What follows belongs to an exercise in optimizing a design on an open flow for small area; a production flow would make more cautious choices.
At most, simulation tests tie the RTL to the original design; equivalence was not proved.
Function not checked in run 2: the RTL went through the layout flow alone.

==> flow/design.v <==
module fir_filter(clk,reset,data_in,data_out);
input clk,reset;
input signed [15:0] data_in;  
output reg signed [15:0] data_out;  
parameter signed [15:0] b0=16'b1100101110011001;
parameter signed [15:0] b1=16'b1110101010001110;
parameter signed [15:0] b2=16'b0011001111011011;
parameter signed [15:0] b3=16'b0110100000001000;
parameter signed [15:0] b4=16'b0110100000001000;
parameter signed [15:0] b5=16'b0011001111011011;
parameter signed [15:0] b6=16'b1110101010001110;
parameter signed [15:0] b7=16'b1101110110111011;
wire signed [39:0]y;  
reg signed [15:0]x[0:7]; 
always @(posedge clk or posedge reset)
	if(reset)
		begin
		x[0] <=0;
		x[1] <=0;
		x[2] <=0;
		x[3] <=0;
		x[4] <=0;
		x[5] <=0;
		x[6] <=0;
		x[7] <=0;
		data_out<=0;
		end
	else
		begin
		x[0] <= data_in;
		x[1] <= x[0];
		x[2] <= x[1];
		x[3] <= x[2];
		x[4] <= x[3];
		x[5] <= x[4];
		x[6] <= x[5];
		x[7] <= x[6];
		data_out <= y[30:15];
		end
assign y=x[0] * b0 + x[1] * b1 + x[2] * b2 + x[3] * b3 + x[4] * b4 + x[5] * b5 + x[6] * b6 + x[7] * b7;
endmodule 
==> flow/run.sh <==
#!/bin/bash
# synth_recipe.tcl (not shown) runs the flow's synth.tcl, then flattens the netlist and writes it again
# the make line also repeats each setting of config.mk as NAME=value (left out here)
make -C /OpenROAD-flow-scripts/flow DESIGN_CONFIG=/design/flow/config.mk WORK_HOME=/design/flow/orfs CLKGATE_MAP_FILE= SYNTH_SCRIPT=/design/flow/synth_recipe.tcl finish
==> flow/config.mk <==
export PLATFORM = sky130hd
export DESIGN_NAME = fir_filter
export DESIGN_NICKNAME = fir_filter
export VERILOG_FILES = /design/flow/design.v
export SDC_FILE = /design/flow/constraint.sdc
export NUM_CORES = 4
export LEC_CHECK = 0
export CAP_MARGIN = 20
export CORE_MARGIN = 2
export CORE_UTILIZATION = 40
export SLEW_MARGIN = 20
==> flow/constraint.sdc <==
create_clock -name core_clock -period 13.0 [get_ports {clk}]
set_input_delay 2.6000 -clock core_clock [delete_from_list [all_inputs] [get_ports {clk}]]
set_output_delay 2.6000 -clock core_clock [all_outputs]
set_load 0.01 [all_outputs]
==> run summary, run 1 <==
tap cells=approximately 1400; share of layout cells above drive strength 1=1.59%; Largest register FFs=around 130; max_cap viols=0; largest family of logic cells by synthesized area=adder cells; H-tree depth=4; signal buffers share of area=1.02%; Initial Util=40.2%; total gr overflow=0; cell row count=~120; ANT nets after route=0; crit start category=register; Fillers=9994; commonest cells after routing, fill and taps aside=inv_1 (1468), fa_1 (899), ha_1 (816), dfrtp_1 (143), xnor2_1 (127); Mapped Nets=5683; xor/xnor share of the synthesized area=3.76%; worst-path maximum fanout=7; CP Class=register to register; PortBufs=33; core region area=103000 sq um; area of the multi-input gates=around 32000 sq um; Top Layer Used=met5; hold crit path type=register to register; status=no timing/DRC/antenna violations; Placer Congestion=0.956; yosys warns=2; invs w/o clock=1469; syn avg cell area=approximately 10 sq um; gr usage total=21.4%; pin count of the biggest net entering global routing=52; asr flop ratio synth=100%; post-synthesis sequential area ratio=8.69%; Final Worst Setup Slack=0.662 ns; first-pass GRT wire length=166 mm; WP buf/inv=4; multiplexer area fraction after synthesis=0.290%; Seq cells=144
==> inputs of run 2 (changes only) <==
==> flow/design.v (replaced) <==
module fir_filter(clk,reset,data_in,data_out);
input clk,reset;
input signed [15:0] data_in;  
output reg signed [15:0] data_out;  
reg [15:0] x0, x1, x2, x3, x4, x5, x6, x7;
wire [15:0] y;
always @(posedge clk or posedge reset)
  if (reset) begin
    x0 <= 0; x1 <= 0; x2 <= 0; x3 <= 0;
    x4 <= 0; x5 <= 0; x6 <= 0; x7 <= 0;
    data_out <= 0;
  end else begin
    x0 <= data_in; x1 <= x0; x2 <= x1; x3 <= x2;
    x4 <= x3; x5 <= x4; x6 <= x5; x7 <= x6;
    data_out <= y;
  end
  wire n1 = x1[0] ^ x6[0];
  wire n2 = x1[0] & x6[0];
  wire n3, n4;
  fir_fa u_n3 (.a(x1[1]), .b(x6[1]), .c(n2), .s(n3), .co(n4));
  wire n5, n6;
  fir_fa u_n5 (.a(x1[2]), .b(x6[2]), .c(n4), .s(n5), .co(n6));
  wire n7, n8;
  fir_fa u_n7 (.a(x1[3]), .b(x6[3]), .c(n6), .s(n7), .co(n8));
  wire n9, n10;
  fir_fa u_n9 (.a(x1[4]), .b(x6[4]), .c(n8), .s(n9), .co(n10));
  wire n11, n12;
  fir_fa u_n11 (.a(x1[5]), .b(x6[5]), .c(n10), .s(n11), .co(n12));
  wire n13, n14;
  fir_fa u_n13 (.a(x1[6]), .b(x6[6]), .c(n12), .s(n13), .co(n14));
  wire n15, n16;
  fir_fa u_n15 (.a(x1[7]), .b(x6[7]), .c(n14), .s(n15), .co(n16));
  wire n17, n18;
  fir_fa u_n17 (.a(x1[8]), .b(x6[8]), .c(n16), .s(n17), .co(n18));
  wire n19, n20;
  fir_fa u_n19 (.a(x1[9]), .b(x6[9]), .c(n18), .s(n19), .co(n20));
  wire n21, n22;
  fir_fa u_n21 (.a(x1[10]), .b(x6[10]), .c(n20), .s(n21), .co(n22));
  wire n23, n24;
  fir_fa u_n23 (.a(x1[11]), .b(x6[11]), .c(n22), .s(n23), .co(n24));
  wire n25, n26;
  fir_fa u_n25 (.a(x1[12]), .b(x6[12]), .c(n24), .s(n25), .co(n26));
  wire n27, n28;
  fir_fa u_n27 (.a(x1[13]), .b(x6[13]), .c(n26), .s(n27), .co(n28));
  wire n29, n30;
  fir_fa u_n29 (.a(x1[14]), .b(x6[14]), .c(n28), .s(n29), .co(n30));
  wire n31, n32;
  fir_fa u_n31 (.a(x1[15]), .b(x6[15]), .c(~n30), .s(n31), .co(n32));
  wire n33 = x2[0] ^ x5[0];
  wire n34 = x2[0] & x5[0];
  wire n35, n36;
  fir_fa u_n35 (.a(x2[1]), .b(x5[1]), .c(n34), .s(n35), .co(n36));
  wire n37, n38;
  fir_fa u_n37 (.a(x2[2]), .b(x5[2]), .c(n36), .s(n37), .co(n38));
  wire n39, n40;
  fir_fa u_n39 (.a(x2[3]), .b(x5[3]), .c(n38), .s(n39), .co(n40));
  wire n41, n42;
  fir_fa u_n41 (.a(x2[4]), .b(x5[4]), .c(n40), .s(n41), .co(n42));
  wire n43, n44;
  fir_fa u_n43 (.a(x2[5]), .b(x5[5]), .c(n42), .s(n43), .co(n44));
  wire n45, n46;
  fir_fa u_n45 (.a(x2[6]), .b(x5[6]), .c(n44), .s(n45), .co(n46));
  wire n47, n48;
  fir_fa u_n47 (.a(x2[7]), .b(x5[7]), .c(n46), .s(n47), .co(n48));
  wire n49, n50;
  fir_fa u_n49 (.a(x2[8]), .b(x5[8]), .c(n48), .s(n49), .co(n50));
  wire n51, n52;
  fir_fa u_n51 (.a(x2[9]), .b(x5[9]), .c(n50), .s(n51), .co(n52));
  wire n53, n54;
  fir_fa u_n53 (.a(x2[10]), .b(x5[10]), .c(n52), .s(n53), .co(n54));
  wire n55, n56;
  fir_fa u_n55 (.a(x2[11]), .b(x5[11]), .c(n54), .s(n55), .co(n56));
  wire n57, n58;
  fir_fa u_n57 (.a(x2[12]), .b(x5[12]), .c(n56), .s(n57), .co(n58));
  wire n59, n60;
  fir_fa u_n59 (.a(x2[13]), .b(x5[13]), .c(n58), .s(n59), .co(n60));
  wire n61, n62;
  fir_fa u_n61 (.a(x2[14]), .b(x5[14]), .c(n60), .s(n61), .co(n62));
  wire n63, n64;
  fir_fa u_n63 (.a(x2[15]), .b(x5[15]), .c(~n62), .s(n63), .co(n64));
  wire n65 = x3[0] ^ x4[0];
  wire n66 = x3[0] & x4[0];
  wire n67, n68;
  fir_fa u_n67 (.a(x3[1]), .b(x4[1]), .c(n66), .s(n67), .co(n68));
  wire n69, n70;
  fir_fa u_n69 (.a(x3[2]), .b(x4[2]), .c(n68), .s(n69), .co(n70));
  wire n71, n72;
  fir_fa u_n71 (.a(x3[3]), .b(x4[3]), .c(n70), .s(n71), .co(n72));
  wire n73, n74;
  fir_fa u_n73 (.a(x3[4]), .b(x4[4]), .c(n72), .s(n73), .co(n74));
  wire n75, n76;
  fir_fa u_n75 (.a(x3[5]), .b(x4[5]), .c(n74), .s(n75), .co(n76));
  wire n77, n78;
  fir_fa u_n77 (.a(x3[6]), .b(x4[6]), .c(n76), .s(n77), .co(n78));
  wire n79, n80;
  fir_fa u_n79 (.a(x3[7]), .b(x4[7]), .c(n78), .s(n79), .co(n80));
  wire n81, n82;
  fir_fa u_n81 (.a(x3[8]), .b(x4[8]), .c(n80), .s(n81), .co(n82));
  wire n83, n84;
  fir_fa u_n83 (.a(x3[9]), .b(x4[9]), .c(n82), .s(n83), .co(n84));
  wire n85, n86;
  fir_fa u_n85 (.a(x3[10]), .b(x4[10]), .c(n84), .s(n85), .co(n86));
  wire n87, n88;
  fir_fa u_n87 (.a(x3[11]), .b(x4[11]), .c(n86), .s(n87), .co(n88));
  wire n89, n90;
  fir_fa u_n89 (.a(x3[12]), .b(x4[12]), .c(n88), .s(n89), .co(n90));
  wire n91, n92;
  fir_fa u_n91 (.a(x3[13]), .b(x4[13]), .c(n90), .s(n91), .co(n92));
  wire n93, n94;
  fir_fa u_n93 (.a(x3[14]), .b(x4[14]), .c(n92), .s(n93), .co(n94));
  wire n95, n96;
  fir_fa u_n95 (.a(x3[15]), .b(x4[15]), .c(~n94), .s(n95), .co(n96));
  wire n97 = n33 ^ ~x0[0];
  wire n98 = n33 & ~x0[0];
  wire n99, n100;
  fir_fa u_n99 (.a(n35), .b(~x0[1]), .c(n98), .s(n99), .co(n100));
  wire n101, n102;
  fir_fa u_n101 (.a(n37), .b(~x0[2]), .c(n100), .s(n101), .co(n102));
  wire n103, n104;
  fir_fa u_n103 (.a(n39), .b(~x0[3]), .c(n102), .s(n103), .co(n104));
  wire n105, n106;
  fir_fa u_n105 (.a(n41), .b(~x0[4]), .c(n104), .s(n105), .co(n106));
  wire n107, n108;
  fir_fa u_n107 (.a(n43), .b(~x0[5]), .c(n106), .s(n107), .co(n108));
  wire n109, n110;
  fir_fa u_n109 (.a(n45), .b(~x0[6]), .c(n108), .s(n109), .co(n110));
  wire n111, n112;
  fir_fa u_n111 (.a(n47), .b(~x0[7]), .c(n110), .s(n111), .co(n112));
  wire n113, n114;
  fir_fa u_n113 (.a(n49), .b(~x0[8]), .c(n112), .s(n113), .co(n114));
  wire n115, n116;
  fir_fa u_n115 (.a(n51), .b(~x0[9]), .c(n114), .s(n115), .co(n116));
  wire n117, n118;
  fir_fa u_n117 (.a(n53), .b(~x0[10]), .c(n116), .s(n117), .co(n118));
  wire n119, n120;
  fir_fa u_n119 (.a(n55), .b(~x0[11]), .c(n118), .s(n119), .co(n120));
  wire n121, n122;
  fir_fa u_n121 (.a(n57), .b(~x0[12]), .c(n120), .s(n121), .co(n122));
  wire n123, n124;
  fir_fa u_n123 (.a(n59), .b(~x0[13]), .c(n122), .s(n123), .co(n124));
  wire n125, n126;
  fir_fa u_n125 (.a(n61), .b(~x0[14]), .c(n124), .s(n125), .co(n126));
  wire n127, n128;
  fir_fa u_n127 (.a(~n63), .b(x0[15]), .c(n126), .s(n127), .co(n128));
  wire n129 = ~n64 ^ n128;
  wire n130 = ~n64 & n128;
  wire n131 = (1'b0 & x7[0]) | (1'b0 & n97) | (x7[0] & n97);
  wire n132 = 1'b0 ^ x7[1] ^ n1;
  wire n133 = (1'b0 & x7[1]) | (1'b0 & n1) | (x7[1] & n1);
  wire n134 = (n132 & n131) | (n132 & n99) | (n131 & n99);
  wire n135 = 1'b0 ^ x7[2] ^ x7[0];
  wire n136 = (1'b0 & x7[2]) | (1'b0 & x7[0]) | (x7[2] & x7[0]);
  wire n137, n138;
  fir_fa u_n137 (.a(n135), .b(n97), .c(n133), .s(n137), .co(n138));
  wire n139, n140;
  fir_fa u_n139 (.a(~x0[0]), .b(n3), .c(n137), .s(n139), .co(n140));
  wire n141 = (n134 & n101) | (n134 & n139) | (n101 & n139);
  wire n142, n143;
  fir_fa u_n142 (.a(~x0[1]), .b(x7[3]), .c(x7[1]), .s(n142), .co(n143));
  wire n144, n145;
  fir_fa u_n144 (.a(~n65), .b(n136), .c(n142), .s(n144), .co(n145));
  wire n146, n147;
  fir_fa u_n146 (.a(n144), .b(n138), .c(n5), .s(n146), .co(n147));
  wire n148, n149;
  fir_fa u_n148 (.a(n99), .b(n146), .c(n140), .s(n148), .co(n149));
  wire n150 = (n141 & n148) | (n141 & n103) | (n148 & n103);
  wire n151 = 1'b0 ^ x0[0] ^ x7[4];
  wire n152 = (1'b0 & x0[0]) | (1'b0 & x7[4]) | (x0[0] & x7[4]);
  wire n153, n154;
  fir_fa u_n153 (.a(x7[2]), .b(n143), .c(n151), .s(n153), .co(n154));
  wire n155, n156;
  fir_fa u_n155 (.a(x0[2]), .b(n1), .c(n67), .s(n155), .co(n156));
  wire n157, n158;
  fir_fa u_n157 (.a(n153), .b(n145), .c(~n155), .s(n157), .co(n158));
  wire n159, n160;
  fir_fa u_n159 (.a(n7), .b(n147), .c(n157), .s(n159), .co(n160));
  wire n161, n162;
  fir_fa u_n161 (.a(n101), .b(n149), .c(n159), .s(n161), .co(n162));
  wire n163 = (n150 & n105) | (n150 & n161) | (n105 & n161);
  wire n164, n165;
  fir_fa u_n164 (.a(x0[1]), .b(x7[5]), .c(x7[3]), .s(n164), .co(n165));
  wire n166, n167;
  fir_fa u_n166 (.a(n152), .b(n164), .c(n97), .s(n166), .co(n167));
  wire n168, n169;
  fir_fa u_n168 (.a(x0[3]), .b(n3), .c(n156), .s(n168), .co(n169));
  wire n170, n171;
  fir_fa u_n170 (.a(n154), .b(~n69), .c(n166), .s(n170), .co(n171));
  wire n172, n173;
  fir_fa u_n172 (.a(n158), .b(n170), .c(n9), .s(n172), .co(n173));
  wire n174, n175;
  fir_fa u_n174 (.a(n160), .b(n103), .c(n172), .s(n174), .co(n175));
  wire n176, n177;
  fir_fa u_n176 (.a(n162), .b(n174), .c(n163), .s(n176), .co(n177));
  wire n178 = (~n168 & n107) | (~n168 & n176) | (n107 & n176);
  wire n179 = 1'b0 ^ x0[2] ^ x7[6];
  wire n180 = (1'b0 & x0[2]) | (1'b0 & x7[6]) | (x0[2] & x7[6]);
  wire n181, n182;
  fir_fa u_n181 (.a(~x0[4]), .b(x7[4]), .c(x7[0]), .s(n181), .co(n182));
  wire n183, n184;
  fir_fa u_n183 (.a(n165), .b(n179), .c(n181), .s(n183), .co(n184));
  wire n185, n186;
  fir_fa u_n185 (.a(n167), .b(n183), .c(n99), .s(n185), .co(n186));
  wire n187, n188;
  fir_fa u_n187 (.a(n5), .b(n71), .c(n169), .s(n187), .co(n188));
  wire n189, n190;
  fir_fa u_n189 (.a(n171), .b(n185), .c(~n187), .s(n189), .co(n190));
  wire n191, n192;
  fir_fa u_n191 (.a(n11), .b(n173), .c(n189), .s(n191), .co(n192));
  wire n193, n194;
  fir_fa u_n193 (.a(n105), .b(n175), .c(n191), .s(n193), .co(n194));
  wire n195, n196;
  fir_fa u_n195 (.a(n177), .b(n193), .c(n109), .s(n195), .co(n196));
  wire n197 = ~(n178 | n195);
  wire n198 = 1'b0 ^ x0[3] ^ x0[0];
  wire n199 = (1'b0 & x0[3]) | (1'b0 & x0[0]) | (x0[3] & x0[0]);
  wire n200, n201;
  fir_fa u_n200 (.a(x7[7]), .b(x7[5]), .c(x7[1]), .s(n200), .co(n201));
  wire n202, n203;
  fir_fa u_n202 (.a(n180), .b(n198), .c(n182), .s(n202), .co(n203));
  wire n204, n205;
  fir_fa u_n204 (.a(x0[5]), .b(n1), .c(~n200), .s(n204), .co(n205));
  wire n206, n207;
  fir_fa u_n206 (.a(n184), .b(n202), .c(~n204), .s(n206), .co(n207));
  wire n208, n209;
  fir_fa u_n208 (.a(n206), .b(n186), .c(n101), .s(n208), .co(n209));
  wire n210, n211;
  fir_fa u_n210 (.a(n7), .b(n73), .c(n188), .s(n210), .co(n211));
  wire n212, n213;
  fir_fa u_n212 (.a(n208), .b(~n210), .c(n190), .s(n212), .co(n213));
  wire n214, n215;
  fir_fa u_n214 (.a(n13), .b(n192), .c(n212), .s(n214), .co(n215));
  wire n216, n217;
  fir_fa u_n216 (.a(n107), .b(n194), .c(n214), .s(n216), .co(n217));
  wire n218, n219;
  fir_fa u_n218 (.a(n196), .b(n216), .c(n111), .s(n218), .co(n219));
  wire n220 = n197 & ~n218;
  wire n221, n222;
  fir_fa u_n221 (.a(x0[4]), .b(x0[1]), .c(x7[8]), .s(n221), .co(n222));
  wire n223, n224;
  fir_fa u_n223 (.a(~x0[6]), .b(x7[6]), .c(x7[2]), .s(n223), .co(n224));
  wire n225, n226;
  fir_fa u_n225 (.a(n199), .b(n201), .c(n221), .s(n225), .co(n226));
  wire n227, n228;
  fir_fa u_n227 (.a(n223), .b(n203), .c(n225), .s(n227), .co(n228));
  wire n229, n230;
  fir_fa u_n229 (.a(n3), .b(n205), .c(~n227), .s(n229), .co(n230));
  wire n231, n232;
  fir_fa u_n231 (.a(n207), .b(n209), .c(n103), .s(n231), .co(n232));
  wire n233, n234;
  fir_fa u_n233 (.a(n9), .b(n229), .c(n75), .s(n233), .co(n234));
  wire n235, n236;
  fir_fa u_n235 (.a(n211), .b(~n231), .c(n233), .s(n235), .co(n236));
  wire n237, n238;
  fir_fa u_n237 (.a(n213), .b(n15), .c(n215), .s(n237), .co(n238));
  wire n239, n240;
  fir_fa u_n239 (.a(n109), .b(n217), .c(n237), .s(n239), .co(n240));
  wire n241, n242;
  fir_fa u_n241 (.a(n239), .b(n219), .c(n113), .s(n241), .co(n242));
  wire n243 = (n235 & n220) | (n235 & ~n241) | (n220 & ~n241);
  wire n244 = 1'b0 ^ x0[5] ^ x0[2];
  wire n245 = (1'b0 & x0[5]) | (1'b0 & x0[2]) | (x0[5] & x0[2]);
  wire n246, n247;
  fir_fa u_n246 (.a(x7[9]), .b(x7[7]), .c(x7[3]), .s(n246), .co(n247));
  wire n248, n249;
  fir_fa u_n248 (.a(x7[0]), .b(n222), .c(n244), .s(n248), .co(n249));
  wire n250, n251;
  fir_fa u_n250 (.a(x0[7]), .b(n1), .c(~n224), .s(n250), .co(n251));
  wire n252, n253;
  fir_fa u_n252 (.a(n246), .b(n226), .c(n248), .s(n252), .co(n253));
  wire n254, n255;
  fir_fa u_n254 (.a(n250), .b(n5), .c(~n228), .s(n254), .co(n255));
  wire n256, n257;
  fir_fa u_n256 (.a(~n252), .b(n230), .c(n254), .s(n256), .co(n257));
  wire n258, n259;
  fir_fa u_n258 (.a(n11), .b(n256), .c(n234), .s(n258), .co(n259));
  wire n260, n261;
  fir_fa u_n260 (.a(n232), .b(~n77), .c(n105), .s(n260), .co(n261));
  wire n262, n263;
  fir_fa u_n262 (.a(n258), .b(n236), .c(~n260), .s(n262), .co(n263));
  wire n264, n265;
  fir_fa u_n264 (.a(n17), .b(n238), .c(n111), .s(n264), .co(n265));
  wire n266, n267;
  fir_fa u_n266 (.a(~n262), .b(n240), .c(n264), .s(n266), .co(n267));
  wire n268, n269;
  fir_fa u_n268 (.a(n242), .b(n115), .c(n266), .s(n268), .co(n269));
  wire n270 = n243 & ~n268;
  wire n271 = 1'b0 ^ x0[6] ^ x0[3];
  wire n272 = (1'b0 & x0[6]) | (1'b0 & x0[3]) | (x0[6] & x0[3]);
  wire n273, n274;
  fir_fa u_n273 (.a(x7[10]), .b(x7[8]), .c(x7[4]), .s(n273), .co(n274));
  wire n275, n276;
  fir_fa u_n275 (.a(x7[1]), .b(n245), .c(n247), .s(n275), .co(n276));
  wire n277, n278;
  fir_fa u_n277 (.a(x0[8]), .b(n97), .c(n3), .s(n277), .co(n278));
  wire n279, n280;
  fir_fa u_n279 (.a(n271), .b(n273), .c(n249), .s(n279), .co(n280));
  wire n281, n282;
  fir_fa u_n281 (.a(n275), .b(n253), .c(n279), .s(n281), .co(n282));
  wire n283, n284;
  fir_fa u_n283 (.a(n251), .b(n277), .c(n7), .s(n283), .co(n284));
  wire n285, n286;
  fir_fa u_n285 (.a(~n281), .b(n255), .c(n283), .s(n285), .co(n286));
  wire n287, n288;
  fir_fa u_n287 (.a(n257), .b(n285), .c(n13), .s(n287), .co(n288));
  wire n289, n290;
  fir_fa u_n289 (.a(n79), .b(n259), .c(n287), .s(n289), .co(n290));
  wire n291, n292;
  fir_fa u_n291 (.a(n107), .b(n261), .c(n19), .s(n291), .co(n292));
  wire n293, n294;
  fir_fa u_n293 (.a(n291), .b(n265), .c(n113), .s(n293), .co(n294));
  wire n295, n296;
  fir_fa u_n295 (.a(n263), .b(n289), .c(~n267), .s(n295), .co(n296));
  wire n297, n298;
  fir_fa u_n297 (.a(n293), .b(n117), .c(n269), .s(n297), .co(n298));
  wire n299 = (n295 & n270) | (n295 & ~n297) | (n270 & ~n297);
  wire n300, n301;
  fir_fa u_n300 (.a(x0[7]), .b(x0[4]), .c(x7[11]), .s(n300), .co(n301));
  wire n302, n303;
  fir_fa u_n302 (.a(x7[9]), .b(x7[5]), .c(x7[2]), .s(n302), .co(n303));
  wire n304, n305;
  fir_fa u_n304 (.a(x0[9]), .b(n65), .c(n1), .s(n304), .co(n305));
  wire n306, n307;
  fir_fa u_n306 (.a(n272), .b(n274), .c(n300), .s(n306), .co(n307));
  wire n308, n309;
  fir_fa u_n308 (.a(n302), .b(n276), .c(n306), .s(n308), .co(n309));
  wire n310, n311;
  fir_fa u_n310 (.a(n304), .b(n5), .c(n278), .s(n310), .co(n311));
  wire n312, n313;
  fir_fa u_n312 (.a(n280), .b(n308), .c(n282), .s(n312), .co(n313));
  wire n314, n315;
  fir_fa u_n314 (.a(n99), .b(n310), .c(n9), .s(n314), .co(n315));
  wire n316, n317;
  fir_fa u_n316 (.a(n284), .b(n314), .c(n286), .s(n316), .co(n317));
  wire n318, n319;
  fir_fa u_n318 (.a(n316), .b(n15), .c(n288), .s(n318), .co(n319));
  wire n320, n321;
  fir_fa u_n320 (.a(n81), .b(n290), .c(n318), .s(n320), .co(n321));
  wire n322, n323;
  fir_fa u_n322 (.a(n312), .b(n109), .c(n21), .s(n322), .co(n323));
  wire n324, n325;
  fir_fa u_n324 (.a(n292), .b(n322), .c(n294), .s(n324), .co(n325));
  wire n326, n327;
  fir_fa u_n326 (.a(~n320), .b(n115), .c(n324), .s(n326), .co(n327));
  wire n328, n329;
  fir_fa u_n328 (.a(n119), .b(n298), .c(n326), .s(n328), .co(n329));
  wire n330 = (n296 & n299) | (n296 & ~n328) | (n299 & ~n328);
  wire n331, n332;
  fir_fa u_n331 (.a(x0[8]), .b(x0[5]), .c(x7[12]), .s(n331), .co(n332));
  wire n333, n334;
  fir_fa u_n333 (.a(x7[10]), .b(x7[6]), .c(x7[3]), .s(n333), .co(n334));
  wire n335, n336;
  fir_fa u_n335 (.a(n301), .b(n303), .c(n331), .s(n335), .co(n336));
  wire n337, n338;
  fir_fa u_n337 (.a(x0[10]), .b(n67), .c(n305), .s(n337), .co(n338));
  wire n339, n340;
  fir_fa u_n339 (.a(n333), .b(n97), .c(n307), .s(n339), .co(n340));
  wire n341, n342;
  fir_fa u_n341 (.a(n335), .b(n309), .c(n339), .s(n341), .co(n342));
  wire n343, n344;
  fir_fa u_n343 (.a(n3), .b(n337), .c(n7), .s(n343), .co(n344));
  wire n345, n346;
  fir_fa u_n345 (.a(n311), .b(n101), .c(n343), .s(n345), .co(n346));
  wire n347, n348;
  fir_fa u_n347 (.a(n11), .b(n315), .c(n345), .s(n347), .co(n348));
  wire n349, n350;
  fir_fa u_n349 (.a(n341), .b(n313), .c(~n317), .s(n349), .co(n350));
  wire n351, n352;
  fir_fa u_n351 (.a(n347), .b(n17), .c(n319), .s(n351), .co(n352));
  wire n353, n354;
  fir_fa u_n353 (.a(n83), .b(n321), .c(n351), .s(n353), .co(n354));
  wire n355, n356;
  fir_fa u_n355 (.a(n349), .b(n111), .c(n23), .s(n355), .co(n356));
  wire n357, n358;
  fir_fa u_n357 (.a(n323), .b(n355), .c(n325), .s(n357), .co(n358));
  wire n359, n360;
  fir_fa u_n359 (.a(n117), .b(n357), .c(n327), .s(n359), .co(n360));
  wire n361, n362;
  fir_fa u_n361 (.a(n121), .b(n329), .c(n359), .s(n361), .co(n362));
  wire n363 = (n353 & ~n361) | (n353 & n330) | (~n361 & n330);
  wire n364 = 1'b0 ^ x0[9] ^ x0[6];
  wire n365 = (1'b0 & x0[9]) | (1'b0 & x0[6]) | (x0[9] & x0[6]);
  wire n366, n367;
  fir_fa u_n366 (.a(x7[13]), .b(x7[11]), .c(x7[7]), .s(n366), .co(n367));
  wire n368, n369;
  fir_fa u_n368 (.a(x7[4]), .b(x7[0]), .c(n65), .s(n368), .co(n369));
  wire n370, n371;
  fir_fa u_n370 (.a(n1), .b(n332), .c(n334), .s(n370), .co(n371));
  wire n372, n373;
  fir_fa u_n372 (.a(n364), .b(n366), .c(n368), .s(n372), .co(n373));
  wire n374, n375;
  fir_fa u_n374 (.a(x0[11]), .b(n69), .c(n338), .s(n374), .co(n375));
  wire n376, n377;
  fir_fa u_n376 (.a(n336), .b(n370), .c(n372), .s(n376), .co(n377));
  wire n378, n379;
  fir_fa u_n378 (.a(~n5), .b(n340), .c(n99), .s(n378), .co(n379));
  wire n380, n381;
  fir_fa u_n380 (.a(n376), .b(n342), .c(n378), .s(n380), .co(n381));
  wire n382, n383;
  fir_fa u_n382 (.a(n374), .b(n9), .c(n344), .s(n382), .co(n383));
  wire n384, n385;
  fir_fa u_n384 (.a(n103), .b(n346), .c(n382), .s(n384), .co(n385));
  wire n386, n387;
  fir_fa u_n386 (.a(n13), .b(n348), .c(n384), .s(n386), .co(n387));
  wire n388, n389;
  fir_fa u_n388 (.a(n380), .b(n350), .c(~n386), .s(n388), .co(n389));
  wire n390, n391;
  fir_fa u_n390 (.a(n19), .b(n352), .c(n85), .s(n390), .co(n391));
  wire n392, n393;
  fir_fa u_n392 (.a(n388), .b(~n354), .c(n113), .s(n392), .co(n393));
  wire n394, n395;
  fir_fa u_n394 (.a(n392), .b(n25), .c(n356), .s(n394), .co(n395));
  wire n396, n397;
  fir_fa u_n396 (.a(n394), .b(n358), .c(n119), .s(n396), .co(n397));
  wire n398, n399;
  fir_fa u_n398 (.a(~n390), .b(n360), .c(n396), .s(n398), .co(n399));
  wire n400, n401;
  fir_fa u_n400 (.a(n362), .b(n123), .c(n398), .s(n400), .co(n401));
  wire n402 = n363 & ~n400;
  wire n403, n404;
  fir_fa u_n403 (.a(x0[10]), .b(x0[7]), .c(x7[14]), .s(n403), .co(n404));
  wire n405, n406;
  fir_fa u_n405 (.a(x7[12]), .b(x7[8]), .c(x7[5]), .s(n405), .co(n406));
  wire n407, n408;
  fir_fa u_n407 (.a(x7[1]), .b(n365), .c(n367), .s(n407), .co(n408));
  wire n409, n410;
  fir_fa u_n409 (.a(n403), .b(n405), .c(n369), .s(n409), .co(n410));
  wire n411, n412;
  fir_fa u_n411 (.a(n67), .b(n3), .c(n371), .s(n411), .co(n412));
  wire n413, n414;
  fir_fa u_n413 (.a(n407), .b(n373), .c(n409), .s(n413), .co(n414));
  wire n415, n416;
  fir_fa u_n415 (.a(x0[12]), .b(n97), .c(n71), .s(n415), .co(n416));
  wire n417, n418;
  fir_fa u_n417 (.a(n411), .b(n377), .c(n413), .s(n417), .co(n418));
  wire n419, n420;
  fir_fa u_n419 (.a(n375), .b(n7), .c(n415), .s(n419), .co(n420));
  wire n421, n422;
  fir_fa u_n421 (.a(n101), .b(n379), .c(n417), .s(n421), .co(n422));
  wire n423, n424;
  fir_fa u_n423 (.a(n11), .b(n383), .c(n419), .s(n423), .co(n424));
  wire n425, n426;
  fir_fa u_n425 (.a(n105), .b(n385), .c(n423), .s(n425), .co(n426));
  wire n427, n428;
  fir_fa u_n427 (.a(n381), .b(n421), .c(~n15), .s(n427), .co(n428));
  wire n429, n430;
  fir_fa u_n429 (.a(n387), .b(n425), .c(~n427), .s(n429), .co(n430));
  wire n431, n432;
  fir_fa u_n431 (.a(~n389), .b(n429), .c(n21), .s(n431), .co(n432));
  wire n433, n434;
  fir_fa u_n433 (.a(n87), .b(n391), .c(n431), .s(n433), .co(n434));
  wire n435, n436;
  fir_fa u_n435 (.a(n115), .b(n393), .c(n27), .s(n435), .co(n436));
  wire n437, n438;
  fir_fa u_n437 (.a(n395), .b(n435), .c(n397), .s(n437), .co(n438));
  wire n439, n440;
  fir_fa u_n439 (.a(n121), .b(n437), .c(n399), .s(n439), .co(n440));
  wire n441, n442;
  fir_fa u_n441 (.a(n125), .b(n401), .c(n439), .s(n441), .co(n442));
  wire n443 = (n433 & n402) | (n433 & ~n441) | (n402 & ~n441);
  wire n444 = 1'b0 ^ x0[11] ^ x0[8];
  wire n445 = (1'b0 & x0[11]) | (1'b0 & x0[8]) | (x0[11] & x0[8]);
  wire n446, n447;
  fir_fa u_n446 (.a(x7[13]), .b(x7[9]), .c(x7[6]), .s(n446), .co(n447));
  wire n448, n449;
  fir_fa u_n448 (.a(x0[13]), .b(x7[15]), .c(n65), .s(n448), .co(n449));
  wire n450, n451;
  fir_fa u_n450 (.a(x7[2]), .b(n404), .c(n406), .s(n450), .co(n451));
  wire n452, n453;
  fir_fa u_n452 (.a(n444), .b(n446), .c(n408), .s(n452), .co(n453));
  wire n454, n455;
  fir_fa u_n454 (.a(n450), .b(n410), .c(n69), .s(n454), .co(n455));
  wire n456, n457;
  fir_fa u_n456 (.a(n5), .b(n412), .c(n452), .s(n456), .co(n457));
  wire n458, n459;
  fir_fa u_n458 (.a(n414), .b(n454), .c(n456), .s(n458), .co(n459));
  wire n460, n461;
  fir_fa u_n460 (.a(n448), .b(n99), .c(n73), .s(n460), .co(n461));
  wire n462, n463;
  fir_fa u_n462 (.a(n418), .b(n103), .c(n458), .s(n462), .co(n463));
  wire n464, n465;
  fir_fa u_n464 (.a(n416), .b(n9), .c(n420), .s(n464), .co(n465));
  wire n466, n467;
  fir_fa u_n466 (.a(n460), .b(n13), .c(n424), .s(n466), .co(n467));
  wire n468, n469;
  fir_fa u_n468 (.a(n422), .b(n462), .c(~n464), .s(n468), .co(n469));
  wire n470, n471;
  fir_fa u_n470 (.a(n107), .b(n426), .c(n466), .s(n470), .co(n471));
  wire n472, n473;
  fir_fa u_n472 (.a(n468), .b(~n17), .c(n428), .s(n472), .co(n473));
  wire n474, n475;
  fir_fa u_n474 (.a(n470), .b(n430), .c(~n472), .s(n474), .co(n475));
  wire n476, n477;
  fir_fa u_n476 (.a(n23), .b(n474), .c(n432), .s(n476), .co(n477));
  wire n478, n479;
  fir_fa u_n478 (.a(n89), .b(n434), .c(n476), .s(n478), .co(n479));
  wire n480, n481;
  fir_fa u_n480 (.a(n117), .b(n29), .c(n436), .s(n480), .co(n481));
  wire n482, n483;
  fir_fa u_n482 (.a(n480), .b(n438), .c(n123), .s(n482), .co(n483));
  wire n484, n485;
  fir_fa u_n484 (.a(~n478), .b(n440), .c(n482), .s(n484), .co(n485));
  wire n486, n487;
  fir_fa u_n486 (.a(n127), .b(n442), .c(n484), .s(n486), .co(n487));
  wire n488 = 1'b0 ^ x0[12] ^ x0[9];
  wire n489 = (1'b0 & x0[12]) | (1'b0 & x0[9]) | (x0[12] & x0[9]);
  wire n490, n491;
  fir_fa u_n490 (.a(x7[14]), .b(x7[10]), .c(x7[7]), .s(n490), .co(n491));
  wire n492, n493;
  fir_fa u_n492 (.a(x7[3]), .b(n445), .c(n447), .s(n492), .co(n493));
  wire n494, n495;
  fir_fa u_n494 (.a(x0[14]), .b(n449), .c(n67), .s(n494), .co(n495));
  wire n496, n497;
  fir_fa u_n496 (.a(n488), .b(n490), .c(n451), .s(n496), .co(n497));
  wire n498, n499;
  fir_fa u_n498 (.a(n492), .b(n453), .c(n496), .s(n498), .co(n499));
  wire n500, n501;
  fir_fa u_n500 (.a(n71), .b(n455), .c(n7), .s(n500), .co(n501));
  wire n502, n503;
  fir_fa u_n502 (.a(n457), .b(n498), .c(n500), .s(n502), .co(n503));
  wire n504, n505;
  fir_fa u_n504 (.a(n494), .b(n101), .c(n75), .s(n504), .co(n505));
  wire n506, n507;
  fir_fa u_n506 (.a(~n459), .b(n461), .c(n11), .s(n506), .co(n507));
  wire n508, n509;
  fir_fa u_n508 (.a(n502), .b(n105), .c(n463), .s(n508), .co(n509));
  wire n510, n511;
  fir_fa u_n510 (.a(n504), .b(n465), .c(n506), .s(n510), .co(n511));
  wire n512, n513;
  fir_fa u_n512 (.a(n15), .b(n467), .c(n510), .s(n512), .co(n513));
  wire n514, n515;
  fir_fa u_n514 (.a(n508), .b(n469), .c(~n109), .s(n514), .co(n515));
  wire n516, n517;
  fir_fa u_n516 (.a(n471), .b(n19), .c(n512), .s(n516), .co(n517));
  wire n518, n519;
  fir_fa u_n518 (.a(n473), .b(n514), .c(~n516), .s(n518), .co(n519));
  wire n520, n521;
  fir_fa u_n520 (.a(n475), .b(n25), .c(n477), .s(n520), .co(n521));
  wire n522, n523;
  fir_fa u_n522 (.a(n91), .b(n479), .c(n520), .s(n522), .co(n523));
  wire n524, n525;
  fir_fa u_n524 (.a(n518), .b(n119), .c(n481), .s(n524), .co(n525));
  wire n526, n527;
  fir_fa u_n526 (.a(n522), .b(n31), .c(~n524), .s(n526), .co(n527));
  wire n528, n529;
  fir_fa u_n528 (.a(n483), .b(n125), .c(~n526), .s(n528), .co(n529));
  wire n530, n531;
  fir_fa u_n530 (.a(n485), .b(n129), .c(n528), .s(n530), .co(n531));
  wire n532, n533;
  fir_fa u_n532 (.a(x0[15]), .b(x0[13]), .c(x0[10]), .s(n532), .co(n533));
  wire n534, n535;
  fir_fa u_n534 (.a(x7[11]), .b(x7[8]), .c(x7[4]), .s(n534), .co(n535));
  wire n536, n537;
  fir_fa u_n536 (.a(n489), .b(n491), .c(n532), .s(n536), .co(n537));
  wire n538, n539;
  fir_fa u_n538 (.a(n534), .b(n493), .c(n536), .s(n538), .co(n539));
  wire n540, n541;
  fir_fa u_n540 (.a(x7[15]), .b(n495), .c(n69), .s(n540), .co(n541));
  wire n542, n543;
  fir_fa u_n542 (.a(n497), .b(n538), .c(n499), .s(n542), .co(n543));
  wire n544, n545;
  fir_fa u_n544 (.a(n73), .b(n9), .c(n501), .s(n544), .co(n545));
  wire n546, n547;
  fir_fa u_n546 (.a(n542), .b(n503), .c(n544), .s(n546), .co(n547));
  wire n548, n549;
  fir_fa u_n548 (.a(n540), .b(n103), .c(n505), .s(n548), .co(n549));
  wire n550, n551;
  fir_fa u_n550 (.a(n77), .b(n13), .c(n507), .s(n550), .co(n551));
  wire n552, n553;
  fir_fa u_n552 (.a(n546), .b(n509), .c(n107), .s(n552), .co(n553));
  wire n554, n555;
  fir_fa u_n554 (.a(n548), .b(n511), .c(n550), .s(n554), .co(n555));
  wire n556, n557;
  fir_fa u_n556 (.a(n17), .b(n513), .c(n554), .s(n556), .co(n557));
  wire n558, n559;
  fir_fa u_n558 (.a(n111), .b(n21), .c(n517), .s(n558), .co(n559));
  wire n560, n561;
  fir_fa u_n560 (.a(n552), .b(n515), .c(~n556), .s(n560), .co(n561));
  wire n562, n563;
  fir_fa u_n562 (.a(~n558), .b(n519), .c(n560), .s(n562), .co(n563));
  wire n564, n565;
  fir_fa u_n564 (.a(n27), .b(n521), .c(n93), .s(n564), .co(n565));
  wire n566, n567;
  fir_fa u_n566 (.a(n523), .b(n32), .c(n564), .s(n566), .co(n567));
  wire n568, n569;
  fir_fa u_n568 (.a(n562), .b(n121), .c(n525), .s(n568), .co(n569));
  wire n570, n571;
  fir_fa u_n570 (.a(n566), .b(~n568), .c(n527), .s(n570), .co(n571));
  wire n572, n573;
  fir_fa u_n572 (.a(n127), .b(n130), .c(n529), .s(n572), .co(n573));
  wire n574, n575;
  fir_fa u_n574 (.a(~n570), .b(n572), .c(n531), .s(n574), .co(n575));
  wire n576 = 1'b0 ^ x0[14] ^ x0[11];
  wire n577 = (1'b0 & x0[14]) | (1'b0 & x0[11]) | (x0[14] & x0[11]);
  wire n578, n579;
  fir_fa u_n578 (.a(x7[12]), .b(x7[9]), .c(x7[5]), .s(n578), .co(n579));
  wire n580, n581;
  fir_fa u_n580 (.a(n533), .b(n535), .c(n576), .s(n580), .co(n581));
  wire n582, n583;
  fir_fa u_n582 (.a(n578), .b(n537), .c(n580), .s(n582), .co(n583));
  wire n584, n585;
  fir_fa u_n584 (.a(n539), .b(n582), .c(~n71), .s(n584), .co(n585));
  wire n586, n587;
  fir_fa u_n586 (.a(n584), .b(n543), .c(n75), .s(n586), .co(n587));
  wire n588, n589;
  fir_fa u_n588 (.a(~n541), .b(n11), .c(n545), .s(n588), .co(n589));
  wire n590, n591;
  fir_fa u_n590 (.a(n586), .b(n547), .c(n588), .s(n590), .co(n591));
  wire n592, n593;
  fir_fa u_n592 (.a(n105), .b(n79), .c(n549), .s(n592), .co(n593));
  wire n594, n595;
  fir_fa u_n594 (.a(n15), .b(n551), .c(n592), .s(n594), .co(n595));
  wire n596, n597;
  fir_fa u_n596 (.a(n590), .b(n553), .c(n109), .s(n596), .co(n597));
  wire n598, n599;
  fir_fa u_n598 (.a(n555), .b(n19), .c(n594), .s(n598), .co(n599));
  wire n600, n601;
  fir_fa u_n600 (.a(n557), .b(n113), .c(n598), .s(n600), .co(n601));
  wire n602, n603;
  fir_fa u_n602 (.a(~n596), .b(n23), .c(n559), .s(n602), .co(n603));
  wire n604, n605;
  fir_fa u_n604 (.a(~n561), .b(n600), .c(n602), .s(n604), .co(n605));
  wire n606, n607;
  fir_fa u_n606 (.a(~n563), .b(n604), .c(n29), .s(n606), .co(n607));
  wire n608, n609;
  fir_fa u_n608 (.a(n565), .b(n606), .c(n567), .s(n608), .co(n609));
  wire n610, n611;
  fir_fa u_n610 (.a(n95), .b(n123), .c(n569), .s(n610), .co(n611));
  wire n612, n613;
  fir_fa u_n612 (.a(n608), .b(~n610), .c(n571), .s(n612), .co(n613));
  wire n614, n615;
  fir_fa u_n614 (.a(n129), .b(n573), .c(~n612), .s(n614), .co(n615));
  wire n616 = 1'b0 ^ x0[12] ^ x7[13];
  wire n617 = (1'b0 & x0[12]) | (1'b0 & x7[13]) | (x0[12] & x7[13]);
  wire n618, n619;
  fir_fa u_n618 (.a(~x0[15]), .b(x7[10]), .c(x7[6]), .s(n618), .co(n619));
  wire n620, n621;
  fir_fa u_n620 (.a(n577), .b(n579), .c(n616), .s(n620), .co(n621));
  wire n622, n623;
  fir_fa u_n622 (.a(n618), .b(n581), .c(n620), .s(n622), .co(n623));
  wire n624, n625;
  fir_fa u_n624 (.a(n583), .b(n622), .c(n585), .s(n624), .co(n625));
  wire n626, n627;
  fir_fa u_n626 (.a(n624), .b(n587), .c(n77), .s(n626), .co(n627));
  wire n628, n629;
  fir_fa u_n628 (.a(~n73), .b(n13), .c(n589), .s(n628), .co(n629));
  wire n630, n631;
  fir_fa u_n630 (.a(n626), .b(n591), .c(n628), .s(n630), .co(n631));
  wire n632, n633;
  fir_fa u_n632 (.a(n107), .b(n593), .c(n81), .s(n632), .co(n633));
  wire n634, n635;
  fir_fa u_n634 (.a(n17), .b(n595), .c(n632), .s(n634), .co(n635));
  wire n636, n637;
  fir_fa u_n636 (.a(n630), .b(n597), .c(n111), .s(n636), .co(n637));
  wire n638, n639;
  fir_fa u_n638 (.a(n21), .b(n599), .c(n634), .s(n638), .co(n639));
  wire n640, n641;
  fir_fa u_n640 (.a(n601), .b(n638), .c(n115), .s(n640), .co(n641));
  wire n642, n643;
  fir_fa u_n642 (.a(~n636), .b(n25), .c(n603), .s(n642), .co(n643));
  wire n644, n645;
  fir_fa u_n644 (.a(n640), .b(n605), .c(n642), .s(n644), .co(n645));
  wire n646, n647;
  fir_fa u_n646 (.a(n96), .b(~n644), .c(n31), .s(n646), .co(n647));
  wire n648, n649;
  fir_fa u_n648 (.a(n607), .b(~n646), .c(n609), .s(n648), .co(n649));
  wire n650, n651;
  fir_fa u_n650 (.a(n125), .b(n611), .c(n130), .s(n650), .co(n651));
  wire n652, n653;
  fir_fa u_n652 (.a(n648), .b(n613), .c(~n650), .s(n652), .co(n653));
  wire n654 = 1'b0 ^ x0[13] ^ x7[14];
  wire n655 = (1'b0 & x0[13]) | (1'b0 & x7[14]) | (x0[13] & x7[14]);
  wire n656, n657;
  fir_fa u_n656 (.a(x7[11]), .b(x7[7]), .c(n617), .s(n656), .co(n657));
  wire n658, n659;
  fir_fa u_n658 (.a(n619), .b(n654), .c(n621), .s(n658), .co(n659));
  wire n660, n661;
  fir_fa u_n660 (.a(n656), .b(n623), .c(n658), .s(n660), .co(n661));
  wire n662, n663;
  fir_fa u_n662 (.a(n660), .b(~n75), .c(n625), .s(n662), .co(n663));
  wire n664, n665;
  fir_fa u_n664 (.a(n662), .b(n79), .c(n627), .s(n664), .co(n665));
  wire n666, n667;
  fir_fa u_n666 (.a(n15), .b(n629), .c(n664), .s(n666), .co(n667));
  wire n668, n669;
  fir_fa u_n668 (.a(n109), .b(n83), .c(n633), .s(n668), .co(n669));
  wire n670, n671;
  fir_fa u_n670 (.a(n19), .b(n635), .c(n668), .s(n670), .co(n671));
  wire n672, n673;
  fir_fa u_n672 (.a(n631), .b(n666), .c(n637), .s(n672), .co(n673));
  wire n674, n675;
  fir_fa u_n674 (.a(n23), .b(n639), .c(n670), .s(n674), .co(n675));
  wire n676, n677;
  fir_fa u_n676 (.a(n674), .b(n641), .c(n117), .s(n676), .co(n677));
  wire n678, n679;
  fir_fa u_n678 (.a(n113), .b(n672), .c(~n27), .s(n678), .co(n679));
  wire n680, n681;
  fir_fa u_n680 (.a(n643), .b(n676), .c(n645), .s(n680), .co(n681));
  wire n682, n683;
  fir_fa u_n682 (.a(n678), .b(n32), .c(n647), .s(n682), .co(n683));
  wire n684, n685;
  fir_fa u_n684 (.a(n680), .b(~n682), .c(n649), .s(n684), .co(n685));
  wire n686, n687;
  fir_fa u_n686 (.a(n127), .b(~n684), .c(n651), .s(n686), .co(n687));
  wire n688, n689;
  fir_fa u_n688 (.a(x0[14]), .b(x7[12]), .c(x7[8]), .s(n688), .co(n689));
  wire n690, n691;
  fir_fa u_n690 (.a(n655), .b(n688), .c(n657), .s(n690), .co(n691));
  wire n692, n693;
  fir_fa u_n692 (.a(~x7[15]), .b(n690), .c(n659), .s(n692), .co(n693));
  wire n694, n695;
  fir_fa u_n694 (.a(n661), .b(n692), .c(n663), .s(n694), .co(n695));
  wire n696, n697;
  fir_fa u_n696 (.a(n694), .b(n81), .c(n665), .s(n696), .co(n697));
  wire n698, n699;
  fir_fa u_n698 (.a(n17), .b(n667), .c(n696), .s(n698), .co(n699));
  wire n700, n701;
  fir_fa u_n700 (.a(n77), .b(n111), .c(n85), .s(n700), .co(n701));
  wire n702, n703;
  fir_fa u_n702 (.a(n669), .b(n21), .c(n671), .s(n702), .co(n703));
  wire n704, n705;
  fir_fa u_n704 (.a(n698), .b(n673), .c(n115), .s(n704), .co(n705));
  wire n706, n707;
  fir_fa u_n706 (.a(n700), .b(n25), .c(n675), .s(n706), .co(n707));
  wire n708, n709;
  fir_fa u_n708 (.a(n702), .b(n706), .c(n677), .s(n708), .co(n709));
  wire n710, n711;
  fir_fa u_n710 (.a(~n704), .b(n119), .c(n29), .s(n710), .co(n711));
  wire n712, n713;
  fir_fa u_n712 (.a(n708), .b(n710), .c(n681), .s(n712), .co(n713));
  wire n714, n715;
  fir_fa u_n714 (.a(n679), .b(~n712), .c(n683), .s(n714), .co(n715));
  wire n716, n717;
  fir_fa u_n716 (.a(n714), .b(n129), .c(~n685), .s(n716), .co(n717));
  wire n718, n719;
  fir_fa u_n718 (.a(~x0[15]), .b(x7[13]), .c(x7[9]), .s(n718), .co(n719));
  wire n720, n721;
  fir_fa u_n720 (.a(n689), .b(n718), .c(n691), .s(n720), .co(n721));
  wire n722, n723;
  fir_fa u_n722 (.a(n720), .b(n693), .c(n695), .s(n722), .co(n723));
  wire n724, n725;
  fir_fa u_n724 (.a(n722), .b(n83), .c(n697), .s(n724), .co(n725));
  wire n726, n727;
  fir_fa u_n726 (.a(n19), .b(n699), .c(n724), .s(n726), .co(n727));
  wire n728, n729;
  fir_fa u_n728 (.a(n79), .b(n113), .c(n87), .s(n728), .co(n729));
  wire n730, n731;
  fir_fa u_n730 (.a(n701), .b(n23), .c(n703), .s(n730), .co(n731));
  wire n732, n733;
  fir_fa u_n732 (.a(n726), .b(n705), .c(n117), .s(n732), .co(n733));
  wire n734, n735;
  fir_fa u_n734 (.a(n728), .b(n27), .c(n707), .s(n734), .co(n735));
  wire n736, n737;
  fir_fa u_n736 (.a(n730), .b(n734), .c(n709), .s(n736), .co(n737));
  wire n738, n739;
  fir_fa u_n738 (.a(n732), .b(~n121), .c(n31), .s(n738), .co(n739));
  wire n740, n741;
  fir_fa u_n740 (.a(n711), .b(n736), .c(n713), .s(n740), .co(n741));
  wire n742, n743;
  fir_fa u_n742 (.a(n738), .b(n715), .c(n130), .s(n742), .co(n743));
  wire n744, n745;
  fir_fa u_n744 (.a(~n740), .b(n742), .c(n717), .s(n744), .co(n745));
  wire n746 = 1'b0 ^ x7[14] ^ x7[10];
  wire n747 = (1'b0 & x7[14]) | (1'b0 & x7[10]) | (x7[14] & x7[10]);
  wire n748, n749;
  fir_fa u_n748 (.a(n719), .b(n746), .c(n721), .s(n748), .co(n749));
  wire n750, n751;
  fir_fa u_n750 (.a(n748), .b(~n81), .c(n723), .s(n750), .co(n751));
  wire n752, n753;
  fir_fa u_n752 (.a(n750), .b(n85), .c(n725), .s(n752), .co(n753));
  wire n754, n755;
  fir_fa u_n754 (.a(n21), .b(n727), .c(n752), .s(n754), .co(n755));
  wire n756, n757;
  fir_fa u_n756 (.a(n115), .b(n89), .c(n729), .s(n756), .co(n757));
  wire n758, n759;
  fir_fa u_n758 (.a(n25), .b(n731), .c(n756), .s(n758), .co(n759));
  wire n760, n761;
  fir_fa u_n760 (.a(n754), .b(n733), .c(n119), .s(n760), .co(n761));
  wire n762, n763;
  fir_fa u_n762 (.a(n29), .b(n735), .c(n758), .s(n762), .co(n763));
  wire n764, n765;
  fir_fa u_n764 (.a(n762), .b(n737), .c(n123), .s(n764), .co(n765));
  wire n766, n767;
  fir_fa u_n766 (.a(n32), .b(n760), .c(n739), .s(n766), .co(n767));
  wire n768, n769;
  fir_fa u_n768 (.a(n764), .b(n741), .c(~n766), .s(n768), .co(n769));
  wire n770, n771;
  fir_fa u_n770 (.a(~n768), .b(n743), .c(n745), .s(n770), .co(n771));
  wire n772 = 1'b1 ^ x7[15] ^ ~x7[11];
  wire n773 = (1'b1 & x7[15]) | (1'b1 & ~x7[11]) | (x7[15] & ~x7[11]);
  wire n774, n775;
  fir_fa u_n774 (.a(n747), .b(~n772), .c(n749), .s(n774), .co(n775));
  wire n776, n777;
  fir_fa u_n776 (.a(n774), .b(~n83), .c(n751), .s(n776), .co(n777));
  wire n778, n779;
  fir_fa u_n778 (.a(n776), .b(n87), .c(n753), .s(n778), .co(n779));
  wire n780, n781;
  fir_fa u_n780 (.a(n23), .b(n755), .c(n778), .s(n780), .co(n781));
  wire n782, n783;
  fir_fa u_n782 (.a(n91), .b(n757), .c(n117), .s(n782), .co(n783));
  wire n784, n785;
  fir_fa u_n784 (.a(n27), .b(n759), .c(n782), .s(n784), .co(n785));
  wire n786, n787;
  fir_fa u_n786 (.a(n780), .b(n761), .c(n121), .s(n786), .co(n787));
  wire n788, n789;
  fir_fa u_n788 (.a(~n31), .b(n763), .c(n784), .s(n788), .co(n789));
  wire n790, n791;
  fir_fa u_n790 (.a(n788), .b(n765), .c(n125), .s(n790), .co(n791));
  wire n792, n793;
  fir_fa u_n792 (.a(n786), .b(n767), .c(~n790), .s(n792), .co(n793));
  wire n794, n795;
  fir_fa u_n794 (.a(~n769), .b(n792), .c(n771), .s(n794), .co(n795));
  wire n796, n797;
  fir_fa u_n796 (.a(x7[12]), .b(~n773), .c(n775), .s(n796), .co(n797));
  wire n798, n799;
  fir_fa u_n798 (.a(n796), .b(~n85), .c(n777), .s(n798), .co(n799));
  wire n800, n801;
  fir_fa u_n800 (.a(n89), .b(n779), .c(n798), .s(n800), .co(n801));
  wire n802, n803;
  fir_fa u_n802 (.a(n25), .b(n781), .c(n800), .s(n802), .co(n803));
  wire n804, n805;
  fir_fa u_n804 (.a(n93), .b(n783), .c(n119), .s(n804), .co(n805));
  wire n806, n807;
  fir_fa u_n806 (.a(n29), .b(n785), .c(n804), .s(n806), .co(n807));
  wire n808, n809;
  fir_fa u_n808 (.a(n802), .b(n32), .c(n787), .s(n808), .co(n809));
  wire n810, n811;
  fir_fa u_n810 (.a(~n123), .b(n789), .c(n806), .s(n810), .co(n811));
  wire n812, n813;
  fir_fa u_n812 (.a(n810), .b(n791), .c(n127), .s(n812), .co(n813));
  wire n814, n815;
  fir_fa u_n814 (.a(n808), .b(~n812), .c(n793), .s(n814), .co(n815));
  wire n816 = 1'b0 ^ x7[13] ^ n797;
  wire n817 = (1'b0 & x7[13]) | (1'b0 & n797) | (x7[13] & n797);
  wire n818, n819;
  fir_fa u_n818 (.a(n816), .b(~n87), .c(n799), .s(n818), .co(n819));
  wire n820, n821;
  fir_fa u_n820 (.a(n91), .b(n801), .c(n818), .s(n820), .co(n821));
  wire n822, n823;
  fir_fa u_n822 (.a(n27), .b(n803), .c(n820), .s(n822), .co(n823));
  wire n824, n825;
  fir_fa u_n824 (.a(n95), .b(n31), .c(n822), .s(n824), .co(n825));
  wire n826, n827;
  fir_fa u_n826 (.a(n805), .b(n121), .c(n807), .s(n826), .co(n827));
  wire n828, n829;
  fir_fa u_n828 (.a(n824), .b(n809), .c(n125), .s(n828), .co(n829));
  wire n830, n831;
  fir_fa u_n830 (.a(n826), .b(n811), .c(n129), .s(n830), .co(n831));
  wire n832, n833;
  fir_fa u_n832 (.a(~n828), .b(n813), .c(n830), .s(n832), .co(n833));
  wire n834 = 1'b0 ^ x7[14] ^ n817;
  wire n835 = (1'b0 & x7[14]) | (1'b0 & n817) | (x7[14] & n817);
  wire n836, n837;
  fir_fa u_n836 (.a(n834), .b(~n89), .c(n819), .s(n836), .co(n837));
  wire n838, n839;
  fir_fa u_n838 (.a(n93), .b(n821), .c(n29), .s(n838), .co(n839));
  wire n840, n841;
  fir_fa u_n840 (.a(n836), .b(n96), .c(n32), .s(n840), .co(n841));
  wire n842, n843;
  fir_fa u_n842 (.a(n823), .b(n838), .c(n840), .s(n842), .co(n843));
  wire n844, n845;
  fir_fa u_n844 (.a(n123), .b(~n825), .c(n827), .s(n844), .co(n845));
  wire n846, n847;
  fir_fa u_n846 (.a(n842), .b(n829), .c(n127), .s(n846), .co(n847));
  wire n848, n849;
  fir_fa u_n848 (.a(n844), .b(n130), .c(n831), .s(n848), .co(n849));
  wire n850, n851;
  fir_fa u_n850 (.a(~n846), .b(n848), .c(n833), .s(n850), .co(n851));
  wire n852, n853;
  fir_fa u_n852 (.a(x7[15]), .b(~n835), .c(n91), .s(n852), .co(n853));
  wire n854, n855;
  fir_fa u_n854 (.a(n852), .b(n95), .c(n31), .s(n854), .co(n855));
  wire n856, n857;
  fir_fa u_n856 (.a(n837), .b(n839), .c(n841), .s(n856), .co(n857));
  wire n858, n859;
  fir_fa u_n858 (.a(~n854), .b(n843), .c(n856), .s(n858), .co(n859));
  wire n860, n861;
  fir_fa u_n860 (.a(n125), .b(n845), .c(~n858), .s(n860), .co(n861));
  wire n862, n863;
  fir_fa u_n862 (.a(n129), .b(n847), .c(~n860), .s(n862), .co(n863));
  wire n864, n865;
  fir_fa u_n864 (.a(n849), .b(~n862), .c(n851), .s(n864), .co(n865));
  wire n866, n867;
  fir_fa u_n866 (.a(n93), .b(n853), .c(n96), .s(n866), .co(n867));
  wire n868, n869;
  fir_fa u_n868 (.a(n32), .b(n866), .c(n855), .s(n868), .co(n869));
  wire n870, n871;
  fir_fa u_n870 (.a(n857), .b(n859), .c(n130), .s(n870), .co(n871));
  wire n872, n873;
  fir_fa u_n872 (.a(n868), .b(n127), .c(n861), .s(n872), .co(n873));
  wire n874, n875;
  fir_fa u_n874 (.a(n870), .b(~n872), .c(n863), .s(n874), .co(n875));
  wire n876 = ~n95 ^ n867 ^ n869;
  wire n877 = n876 ^ n129 ^ ~n871;
  wire n878 = n873 ^ n877 ^ ~n875;
  wire n879 = n443 ^ ~n486;
  wire n880 = n443 & ~n486;
  wire n881, n882;
  fir_fa u_n881 (.a(n487), .b(n530), .c(~n880), .s(n881), .co(n882));
  wire n883 = n574 ^ n882;
  wire n884 = ~(n574 | n882);
  wire n885, n886;
  fir_fa u_n885 (.a(n575), .b(n614), .c(~n884), .s(n885), .co(n886));
  wire n887, n888;
  fir_fa u_n887 (.a(n615), .b(~n652), .c(n886), .s(n887), .co(n888));
  wire n889, n890;
  fir_fa u_n889 (.a(~n653), .b(n686), .c(n888), .s(n889), .co(n890));
  wire n891, n892;
  fir_fa u_n891 (.a(n687), .b(n716), .c(n890), .s(n891), .co(n892));
  wire n893 = n744 ^ n892;
  wire n894 = ~(n744 | n892);
  wire n895 = n795 ^ n814;
  wire n896 = ~(n795 | n814);
  wire n897, n898;
  fir_fa u_n897 (.a(~n815), .b(n832), .c(n896), .s(n897), .co(n898));
  wire n899 = n850 ^ n898;
  wire n900 = n850 & n898;
  wire n901 = n864 ^ n900;
  wire n902 = n864 & n900;
  wire n903, n904;
  fir_fa u_n903 (.a(n865), .b(~n874), .c(n902), .s(n903), .co(n904));
  wire n905 = n878 ^ n904;
  wire n906 = n794 ^ n770;
  wire n907 = ~(n794 | n770);
  wire n908, n909;
  fir_fa u_n908 (.a(n795), .b(n814), .c(~n907), .s(n908), .co(n909));
  wire n910, n911;
  fir_fa u_n910 (.a(n815), .b(~n832), .c(n909), .s(n910), .co(n911));
  wire n912 = n850 ^ ~n911;
  wire n913 = n850 & ~n911;
  wire n914 = n864 ^ n913;
  wire n915 = n864 & n913;
  wire n916, n917;
  fir_fa u_n916 (.a(n865), .b(~n874), .c(n915), .s(n916), .co(n917));
  wire n918 = n878 ^ n917;
  wire n919 = n894 ? n770 : ~n770;
  wire n920 = n894 ? n906 : ~n794;
  wire n921 = n894 ? ~n908 : n895;
  wire n922 = n894 ? ~n910 : n897;
  wire n923 = n894 ? n912 : n899;
  wire n924 = n894 ? n914 : n901;
  wire n925 = n894 ? n916 : n903;
  wire n926 = n894 ? n918 : n905;
  assign y = {n926, n925, n924, n923, n922, n921, n920, n919, n893, ~n891, ~n889, ~n887, ~n885, n883, ~n881, n879};
endmodule
module fir_fa(a, b, c, s, co);
input a, b, c;
output s, co;
assign s = a ^ b ^ c;
assign co = (a & b) | (a & c) | (b & c);
endmodule
--- a/flow/config.mk
+++ b/flow/config.mk
@@ -7,5 +7,7 @@
 export LEC_CHECK = 0
 export CAP_MARGIN = 20
 export CORE_MARGIN = 2
-export CORE_UTILIZATION = 40
+export CORE_UTILIZATION = 60
+export CTS_BUF_LIST = sky130_fd_sc_hd__clkbuf_8
 export SLEW_MARGIN = 20
+export SYNTH_HIERARCHICAL = 1
==> run 2 against run 1 <==
  * Die area is 78% lower
  * Clock-buffer cell count did not move
  * Wire length fell by 76%
  * Cell count is 79% lower
  * Core utilization rose by 23 points
  * Worst hold slack worse by 0.0047 ns
  * Largest cell class unchanged
  * Still clean on timing, DRC and antenna
  * Non-clock buffer count decreased by 8
  * Flip-flop and latch count unchanged
  * Global-route usage rose by 3.7 points
==> run summary, run 2 <==
multiplexer area fraction after synthesis=0.401% (was 0.290%); DR pass1 iterations=4 (was 5); Num CTS Buffers=17 (unchanged); Period minus WS final=12.13 ns (was 12.34 ns); Placer Congestion=0.906 (was 0.956); Mapped Cells=762 (was 3950); Remaining DRCs=0 (unchanged); crit path launch=x1[0]$_DFF_PP0_ (was x[1][4]$_DFF_PP0_); clock root buffer master=clkbuf_8 (was clkbuf_16); hold-critical path depth=0 (unchanged); RSZ-0062 raised after global routing=false (unchanged); max_cap viols=0 (unchanged); Synth area leader=fa_1 (unchanged); CTS tree=done (unchanged); Netlist cell types=25 (was 58); actual slew at the worst max-slew pin=0.681 ns (was 0.918 ns); endpoint of the worst setup timing path=data_out[15]$_DFF_PP0_ (unchanged); nets@finish=1284 (was 5746); R2R depth=35 (was 40); Fillers=1532 (was 9994); Commonest cells post-synth=fa_1 (418), dfrtp_1 (144), inv_1 (134) (was inv_1 (1469), fa_1 (899), ha_1 (816)); syn avg cell area=17.2 sq um (was 10.5 sq um); CP Data Required Time=13.39 ns (was 13.41 ns); Iter 0 DRT Violations=240 (was 1238); achievable frequency=82.5 MHz (was 81.1 MHz); drt via density=5.41 (was 4.65); Post-synth EDFFs=0 (unchanged); most common cell in the netlist=fa_1 (was inv_1); PortBufs=33 (unchanged); core region area=21600 sq um (was 103000 sq um); yosys warns=7 (was 2); synth top area cells=fa_1 (64%), dfrtp_1 (27%), inv_1 (3.8%), ha_1 (2.6%), xnor2_1 (0.60%) (was fa_1 (43%), ha_1 (25%), inv_1 (13%), dfrtp_1 (8.7%), xnor2_1 (2.7%)); xor/xnor share of the synthesized area=0.668% (was 3.76%); gr usage total=25.1% (was 21.4%); CP dominant cell by count=fa_1 (unchanged); post_cts resized=0 (unchanged); largest family of logic cells by synthesized area=adder cells (unchanged); worst-path maximum fanout=8 (was 7); Hold Fails Final Rpt=0 (unchanged); crit start category=register (unchanged); Mapped Nets=1225 (was 5683); commonest cells after routing, fill and taps aside=fa_1 (418), dfrtp_1 (144), inv_1 (133), clkdlybuf4s50_1 (33), ha_1 (27) (was inv_1 (1468), fa_1 (899), ha_1 (816), dfrtp_1 (143), xnor2_1 (127)); slew margin rel.=54.5% (was 37.2%); Slew Limit Fails=0 (unchanged); fin crit share=93.3% (was 94.9%); first-pass GRT wire length=42.1 mm (was 166 mm); share of layout cells above drive strength 1=5.52% (was 1.59%); cell row count=54 (was 118); asr flop ratio synth=100% (unchanged); post-synthesis adder-cell area fraction=66.8% (was 68.1%); dpl hpwl=22.8 mm (was 97.6 mm); Final Util=66.2% (was 42.9%); CP Capture Type=register (unchanged); vias in the first global route=7661 (was 27200); Setup violations, final=0 (unchanged); Initial Util=60.7% (was 40.2%); top cell type's share of synthesized area=63.8% (was 43.4%); Register Area=3600 sq um (about the same); IO Count=34 (unchanged); simple-gate share of the synthesized area=0.334% (was 2.47%); area delta synth->final=9.03% (was 6.71%); setup TNS=0 ns (unchanged); Die W=152 microns (was 326 microns); hold buffer count at cts=0 (unchanged); clock latency (worst-skew pair)=0.47 ns (was 0.53 ns); H-tree depth=4 (unchanged); CP Class=register to register (unchanged); total gr overflow=0 (unchanged); Die Area=23100 sq um (was 106000 sq um); Worst EP arrival=12.51 ns (was 12.74 ns); status=no timing/DRC/antenna violations (unchanged); clk sinks=144 (unchanged); Post-CTS Setup Repair Bufs=0 (unchanged); ys flop type=dfrtp_1 (unchanged); ANT nets after route=0 (unchanged); area of the multi-input gates=9010 sq um (was 32300 sq um); n_diodes=0 (was 2); Crit Reg-Reg Endpoint=data_out[15]$_DFF_PP0_ (unchanged); Reg-to-Reg Start=x1[0]$_DFF_PP0_ (was x[1][4]$_DFF_PP0_); wire per inst=22.9 microns (was 19.8 microns); post-synthesis sequential area ratio=27.5% (was 8.69%); Routed WL=25.5 mm (was 107 mm); Max clock buf depth=2 (unchanged); Die Ht=152 microns (was 326 microns); hold crit path type=register to register (unchanged); Synth Area in Compound Gates=0.496% (was 3.39%); flops & latches, synth=144 (unchanged); CP max-delay cell=fa_1 (unchanged); HP Start=x3[0]$_DFF_PP0_ (was x[6][15]$_DFF_PP0_); initial antenna violation count=0 (was 2); clk slew on worst S/H paths=0.11 ns (was 0.09 ns); most common cell after layout, fill and taps aside=fa_1 (was inv_1); CP max stage delay=0.66 ns (was 0.59 ns); Layout Skew=0.0168 ns (was 0.0206 ns); Synth Cell Area=13100 sq um (was 41400 sq um); pin count of the biggest net entering global routing=82 (was 52); reg2reg setup slack=0.87 ns (was 0.66 ns); DR vias=6028 (was 25200)
-- run 2: cell types whose count changed in the layout (fill, tap and decap cells not counted), sizes merged, moves of 43 or more --
cell   delta
a21oi    -67
fa      -481
ha      -789
inv    -1336
nand2    -45
nor2     -60
o21ai    -49
xnor2   -119
xor2     -43
-- run 2: critical path, delay by kind of cell, from the launching register on --
kind       cells  cell delay [ns]
xor+xnor       2             0.29
fa+ha+maj     27            10.80
buf+inv        5             0.27
flops          1             0.40
mux            1             0.29
-- run 2: area by class of cell --
| class | instances | share of cell area, % |
|---|---|---|
| well taps | 280 | 2.45 |
| repair buffers | 41 | 2.87 |
| inverters | 134 | 3.55 |
| clock inverters | 15 | 1.32 |
| multi-input cells | 483 | 63.0 |
| clock buffers | 17 | 1.64 |
| flip-flops and latches | 144 | 25.2 |
-- run 2: kinds of logic (layout without fill, tap and decap cells) --
group                      count (synthesis)  after routing
AOI/OAI and AO/OA                          9              9
and+or+nand+nor                            9              9
muxes                                      5              5
DFF                                      144            144
xor gates and xnor gates                  10             10
adders and majority gates                450            450
buffers and inverters                    135            207
-- run 2: per-module statistics from Yosys, one instance, submodules excluded --
module | flip-flops and latches | cells | times used
fir_fa | 0 | 1 | 418
fir_filter | 144 | 344 | 1
-- run 2: metal layers --
layer / GRT usage, % / part of all wire [%]
met1: 37.8 / 42
met2: 39.6 / 51
met3: 4.42 / 4.9
met4: 6.76 / 1.8
met5: 0 / 0
-- run 2: how the worst min path moves through the flow --
stage / slack (ns) / to
3_3_place_gp: 0.36 / x7[0]$_DFF_PP0_
5_1_grt: 0.39 / x4[0]$_DFF_PP0_
6_report: 0.38 / x4[0]$_DFF_PP0_
3_5_place_dp: 0.37 / x4[0]$_DFF_PP0_
4_1_cts: 0.39 / x4[0]$_DFF_PP0_
2_1_floorplan: 0.36 / x5[0]$_DFF_PP0_
-- run 2: through the flow --
stage / instances / setup slack [ns] / area, sq um / hold slack (ns)
after detailed placement: 1081 / 0.803 / 13900 / 0.374
after CTS: 1113 / 0.761 / 14300 / 0.386
after global placement: 1081 / 0.951 / 13900 / 0.362
final: 1114 / 0.874 / 14300 / 0.376
after floorplan: 762 / 1.34 / 13100 / 0.357
after global routing: 1114 / 0.293 / 14300 / 0.391

## port drivers added, routing unchanged
In the flow no input, the clock included, has a driving cell. The finished layouts below were timed again as built, in two steps.
Step 1 sets driving cells, clkbuf_16 on the clock port and buf_2 on the other inputs (assumed; they add their load-dependent delay and slew).
Step 2 adds t to the input delays and takes it off the output delays; t is the mean of the earliest and latest rising clock arrival at the registers after step 1. Input paths then give back, and output paths get back, about the clock's delay inside the block.
Three values: ideal, step 1, step 2; two values: the first two.
run	t (ns)	setup WS [ns]	worst slew at a driven data input, ns
run 1	0.577	0.662 / 0.662 / 0.662	0.05
run 2	0.503	0.874 / 0.874 / 0.874	0.03
After both steps setup and hold are still met in every run listed.
